What follows belongs to an exercise in optimizing a design on an open flow for small area, a short achievable clock period and few clock cycles per item; a production flow would make more cautious choices.
RTL that was checked went through simulation tests only; none was proved equivalent to the original.
Power and IR drop assume default switching activity.

## aq_axi_sdma64
module aq_axi_sdma64
(
  input         ARESETN,
  input         ACLK,
  input [15:0]  S_AXI_AWADDR,
  input [3:0]   S_AXI_AWCACHE,
  input [2:0]   S_AXI_AWPROT,
  input         S_AXI_AWVALID,
  output        S_AXI_AWREADY,
  input [31:0]  S_AXI_WDATA,
  input [3:0]   S_AXI_WSTRB,
  input         S_AXI_WVALID,
  output        S_AXI_WREADY,
  output        S_AXI_BVALID,
  input         S_AXI_BREADY,
  output [1:0]  S_AXI_BRESP,
  input [15:0]  S_AXI_ARADDR,
  input [3:0]   S_AXI_ARCACHE,
  input [2:0]   S_AXI_ARPROT,
  input         S_AXI_ARVALID,
  output        S_AXI_ARREADY,
  output [31:0] S_AXI_RDATA,
  output [1:0]  S_AXI_RRESP,
  output        S_AXI_RVALID,
  input         S_AXI_RREADY,
  output [0:0]  M_AXI_AWID,
  output [31:0] M_AXI_AWADDR,
  output [7:0]  M_AXI_AWLEN,
  output [2:0]  M_AXI_AWSIZE,
  output [1:0]  M_AXI_AWBURST,
  output        M_AXI_AWLOCK,
  output [3:0]  M_AXI_AWCACHE,
  output [2:0]  M_AXI_AWPROT,
  output [3:0]  M_AXI_AWQOS,
  output [0:0]  M_AXI_AWUSER,
  output        M_AXI_AWVALID,
  input         M_AXI_AWREADY,
  output [63:0] M_AXI_WDATA,
  output [7:0]  M_AXI_WSTRB,
  output        M_AXI_WLAST,
  output [0:0]  M_AXI_WUSER,
  output        M_AXI_WVALID,
  input         M_AXI_WREADY,
  input [0:0]   M_AXI_BID,
  input [1:0]   M_AXI_BRESP,
  input [0:0]   M_AXI_BUSER,
  input         M_AXI_BVALID,
  output        M_AXI_BREADY,
  output [0:0]  M_AXI_ARID,
  output [31:0] M_AXI_ARADDR,
  output [7:0]  M_AXI_ARLEN,
  output [2:0]  M_AXI_ARSIZE,
  output [1:0]  M_AXI_ARBURST,
  output [1:0]  M_AXI_ARLOCK,
  output [3:0]  M_AXI_ARCACHE,
  output [2:0]  M_AXI_ARPROT,
  output [3:0]  M_AXI_ARQOS,
  output [0:0]  M_AXI_ARUSER,
  output        M_AXI_ARVALID,
  input         M_AXI_ARREADY,
  input [0:0]   M_AXI_RID,
  input [63:0]  M_AXI_RDATA,
  input [1:0]   M_AXI_RRESP,
  input         M_AXI_RLAST,
  input [0:0]   M_AXI_RUSER,
  input         M_AXI_RVALID,
  output        M_AXI_RREADY,
  input [63:0]  W_AXIS_TDATA,
  input         W_AXIS_TVALID,
  output        W_AXIS_TREADY,
  input [7:0]   W_AXIS_TSTRB,
  input         W_AXIS_TKEEP,
  input         W_AXIS_TLAST,
  output [63:0] R_AXIS_TDATA,
  output        R_AXIS_TVALID,
  input         R_AXIS_TREADY,
  output        R_AXIS_TLAST,
  input         W_FRAME_SYNC,
  input         R_FRAME_SYNC,
  output        INTERRUPT
);
Size: ~630 flip-flops, roughly 550 I/O pins, ~28000 um^2 of cells after synthesis.
Settings: LEC_CHECK=0, CAP_MARGIN=20, CORE_MARGIN=2, CORE_UTILIZATION=45, PLACE_DENSITY=0.6, SLEW_MARGIN=20; clock period 5.5 ns.
run.sh (not shown) runs the stock make flow with config.mk's settings and CLKGATE_MAP_FILE= SYNTH_SCRIPT=/design/flow/synth_recipe.tcl, a recipe that flattens the netlist after the stock synthesis.
==> next run, changes <==
ABC_CLOCK_PERIOD_IN_PS = 2000   (was unset)
SETUP_SLACK_MARGIN = 3.0   (was unset)
What happened: The new run finished with timing, DRC and antenna clean. First-iteration DRC count stays flat. Design area is higher by 14%. Clock skew hardly moves.
No run of this note included a check of the RTL's function; only the layout flow was run.

== green ==
Another version of the RTL of aq_axi_sdma64 (not shown whole).
For scale: roughly 2900 cells after synthesis, ~29000 um^2 of cells after synthesis.
==> flow/config.mk <==
export PLATFORM = sky130hd
export DESIGN_NAME = aq_axi_sdma64
export DESIGN_NICKNAME = aq_axi_sdma64
export VERILOG_FILES = /design/flow/design.v
export SDC_FILE = /design/flow/constraint.sdc
export NUM_CORES = 4
export LEC_CHECK = 0
export ABC_AREA = 1
export CAP_MARGIN = 20
export CORE_MARGIN = 2
export CORE_UTILIZATION = 65
export CTS_CLUSTER_DIAMETER = 60
export CTS_CLUSTER_SIZE = 30
export PLACE_DENSITY = 0.75
export SETUP_SLACK_MARGIN = 3.2
export SLEW_MARGIN = 20
==> flow/constraint.sdc <==
create_clock -name core_clock -period 5.5 [get_ports {ACLK}]
set_input_delay 1.1000 -clock core_clock [delete_from_list [all_inputs] [get_ports {ACLK}]]
set_output_delay 1.1000 -clock core_clock [all_outputs]
set_load 0.01 [all_outputs]
standard.sh (not shown) runs the stock make flow with config.mk's settings and CLKGATE_MAP_FILE= SYNTH_SCRIPT=/design/flow/synth_recipe.tcl, a recipe that flattens the netlist after the stock synthesis.
==> flow/flow/run.sh <==
#!/bin/bash
set -euo pipefail
export BUFFER_PORTS_ARGS="-buffer_cell sky130_fd_sc_hd__buf_1"
bash standard.sh > standard.log 2>&1
Testbench counts of green, summed over its fixed seeds: cycles 113,529, bytes 935,008.
Modified inputs, orange compared to green
Settings: an added ABC_CLOCK_PERIOD_IN_PS of 2200; a deleted ABC_AREA that had been 1; a change of SETUP_SLACK_MARGIN from 3.2 to 3.35.
### Flow results
In summary, orange completed successfully, with a layout that passed the timing, DRC and antenna checks.
Worst slew margin relative to its limit: green and orange compared, higher one is green
orange -> green: max-capacitance violation count delta 0, exact match
Higher number of buffers outside the clock class in the layout was reported by orange, not green.
Clock tree cell share of total cell area across green and orange: no real change.
After detailed routing, green needs more wire than orange.
Share of total power in combinational logic: orange > green
Sort green and orange by number of global-route vias before repair, ascending, and orange comes first.
Summary of orange over green: arrival time of the worst setup path shows no meaningful change; leakage power of the design shows a reduction of 0.59 nW; design area shows an increase of 3.0%.
On total power draw, orange does worse than green.

aq_axi_sdma64, a different RTL version from the one above (not shown whole).
For scale: roughly 2000 cells after synthesis, about 660 flip-flops, about 28000 µm² of cells after synthesis.
make LEC_CHECK=0 ABC_CLOCK_PERIOD_IN_PS=2200 CAP_MARGIN=20 CORE_MARGIN=2 CORE_UTILIZATION=45 CTS_CLUSTER_DIAMETER=60 CTS_CLUSTER_SIZE=30 PLACE_DENSITY=0.6 SETUP_SLACK_MARGIN=3.2 SLEW_MARGIN=20 finish   # period 5.5 ns
run.sh (not shown) runs the stock make flow with config.mk's settings and CLKGATE_MAP_FILE= SYNTH_SCRIPT=/design/flow/synth_recipe.tcl, a recipe that flattens the netlist after the stock synthesis.
Stock flow here: none of the scripts above is used.
The baseline completed without violations.
Next try:
ABC_CLOCK_PERIOD_IN_PS = 2000   (was 2200)
SETUP_SLACK_MARGIN = 3.5   (was 3.2)
Outcome: The changed run produced a clean layout. Synthesized cell count is unchanged. Maximum frequency came out higher by 0.59%. Worst setup slack gets better by 14 ps. Cell area came out higher by 5.4%. Sequential power stays flat. Routed wire length went up by 4.1%. Count of clock-buffer cells in the layout grows by 7.
No functional check of the RTL was part of any run of this note.

== job 5428 ==
aq_axi_sdma64 with an RTL version that a note above also has.
Size: ~2000 cells after synthesis, ~670 flip-flops, ~550 I/O pins, ~0.029 mm2 of cells after synthesis.
export LEC_CHECK = 0
export ABC_CLOCK_PERIOD_IN_PS = 2200
export CAP_MARGIN = 20
export CORE_MARGIN = 2
export CORE_UTILIZATION = 65
export CTS_CLUSTER_DIAMETER = 50
export CTS_CLUSTER_SIZE = 20
export PLACE_DENSITY = 0.75
export SETUP_SLACK_MARGIN = 3.2
export SLEW_MARGIN = 20
create_clock -name core_clock -period 5.5 [get_ports {ACLK}]
No stage failed in job 5428, and the final checks on the layout all came back clean.
Testbench counts of job 5428, summed over its fixed seeds: cycles 113,529, bytes 935,008.
Here is what was changed in the inputs of job 1211 compared with job 5428.
Settings: ABC_AREA now 1, previously not set; CORE_UTILIZATION now 70, was 65; CTS_CLUSTER_SIZE now 30, was 20; PLACE_DENSITY now 0.8, was 0.75; CTS_CLUSTER_DIAMETER now 60, was 50; ABC_CLOCK_PERIOD_IN_PS no longer set, was 2200.
==> flow/flow/run.sh (new file) <==
#!/bin/bash
set -euo pipefail
export BUFFER_PORTS_ARGS="-buffer_cell sky130_fd_sc_hd__buf_1"
bash standard.sh > standard.log 2>&1
==> flow/standard.sh (new file) <==
#!/bin/bash
# synth_recipe.tcl (not shown) runs the flow's synth.tcl, then flattens the netlist and writes it again
# the make line also repeats each setting of config.mk as NAME=value (left out here)
make -C /OpenROAD-flow-scripts/flow DESIGN_CONFIG=/design/flow/config.mk WORK_HOME=/design/flow/orfs CLKGATE_MAP_FILE= SYNTH_SCRIPT=/design/flow/synth_recipe.tcl "${@:-finish}"
removed: flow/run.sh
--- outcome ---
- Compared with job 5428, in job 1211 maximum number of pins on one net before global-route repair shows an increase of 3; share of total power in combinational logic fell by 1.7 points; sequential share of layout area rose 3.5 points.
- Diff job 1211..job 5428 | max-slew violation count | unchanged
- Looking only at final weighted congestion of routability-driven global placement, and setting everything else aside, the lower value of job 5428 and job 1211 goes to job 5428.
- Cmp job 1211 vs job 5428: worst slew slack as a fraction of its limit higher in job 1211
diff inputs: job 1211 => job 8700
Settings: ABC_AREA no longer set, was 1; PLACE_DENSITY now 0.75, was 0.8; ABC_CLOCK_PERIOD_IN_PS now 2200, previously not set; CORE_UTILIZATION now 65, was 70.
Job 8700: full flow OK, the timing, DRC and antenna checks passed
When job 8700 is measured against job 1211, its starting density of the core turns out 5.8 points lower.
[job 8700 vs job 1211] area growth from synthesis to final layout: higher in job 8700
Job 8700 has post-cts resize count above what job 1211 had.
Re delay of the slowest cell on the worst path: job 1211 and job 8700 aren't equal, and the higher value belongs to job 8700.
Job 8700 vs job 1211 — post-CTS setup repair buffer count climbed by more than half
Job 1211 -> job 8700: clock power share flat
On achievable clock frequency, job 8700 does worse than job 1211.
Diff job 1211 -> job 8700 | total clock network power | up by a few percent
Between job 1211 and job 8700, post-synthesis average cell area increased.
Looking at clock buffer count, job 8700 sits 5 higher than job 1211 does.
Compared to job 1211, job 8700 shows a narrower setup margin.

[static timing again, ports no longer ideal]
In the flow no input, the clock included, has a driving cell. The finished layouts below were timed again as built, in two steps.
Step 1 assumes that a clkbuf_16 drives the clock port and a buf_2 every other input.
Step 2 adds t to the input delays and takes it off the output delays; t is the mean of the earliest and latest rising clock arrival at the registers after step 1. Input paths then give back, and output paths get back, about the clock's delay inside the block.
Slacks: ideal ports / drivers / drivers and shift; pairs: ideal ports / drivers.
| run | t (ns) | slack for setup (ns) | hold slack, ns | worst setup path after step 2 | worst data-port slew with drivers (ns) |
|---|---|---|---|---|---|
| the first run of note 1 | 0.659 | 0.855 / 0.792 / 1.221 | 0.464 / 0.464 / 0.464 | input to register | 0.14 |
| the second run of note 1 | 0.659 | 1.686 / 1.626 / 1.969 | 0.464 / 0.464 / 0.464 | input to register | 0.11 |
| green | 0.649 | 3.138 / 3.080 / 2.617 | 0.494 / 0.494 / 0.494 | input to register | 0.13 |
| orange | 0.664 | 3.131 / 3.067 / 2.728 | 0.491 / 0.491 / 0.491 | input to register | 0.12 |
| the first run of note 3 | 0.667 | 3.070 / 3.007 / 2.596 | 0.479 / 0.479 / 0.479 | input to register | 0.11 |
| the second run of note 3 | 0.668 | 3.084 / 3.020 / 2.668 | 0.470 / 0.470 / 0.470 | input to register | 0.13 |
| job 5428 | 0.672 | 3.060 / 3.001 / 2.582 | 0.476 / 0.476 / 0.476 | input to register | 0.10 |
| job 1211 | 0.651 | 3.170 / 3.112 / 2.668 | 0.488 / 0.488 / 0.488 | input to register | 0.14 |
| job 8700 | 0.649 | 3.114 / 3.055 / 2.672 | 0.370 / 0.337 / 0.476 | input to register | 0.09 |
After both steps every run listed still meets setup and hold. For green, which loses most, drivers alone change the setup slack by -0.058 ns; drivers and shift together by -0.521 ns.
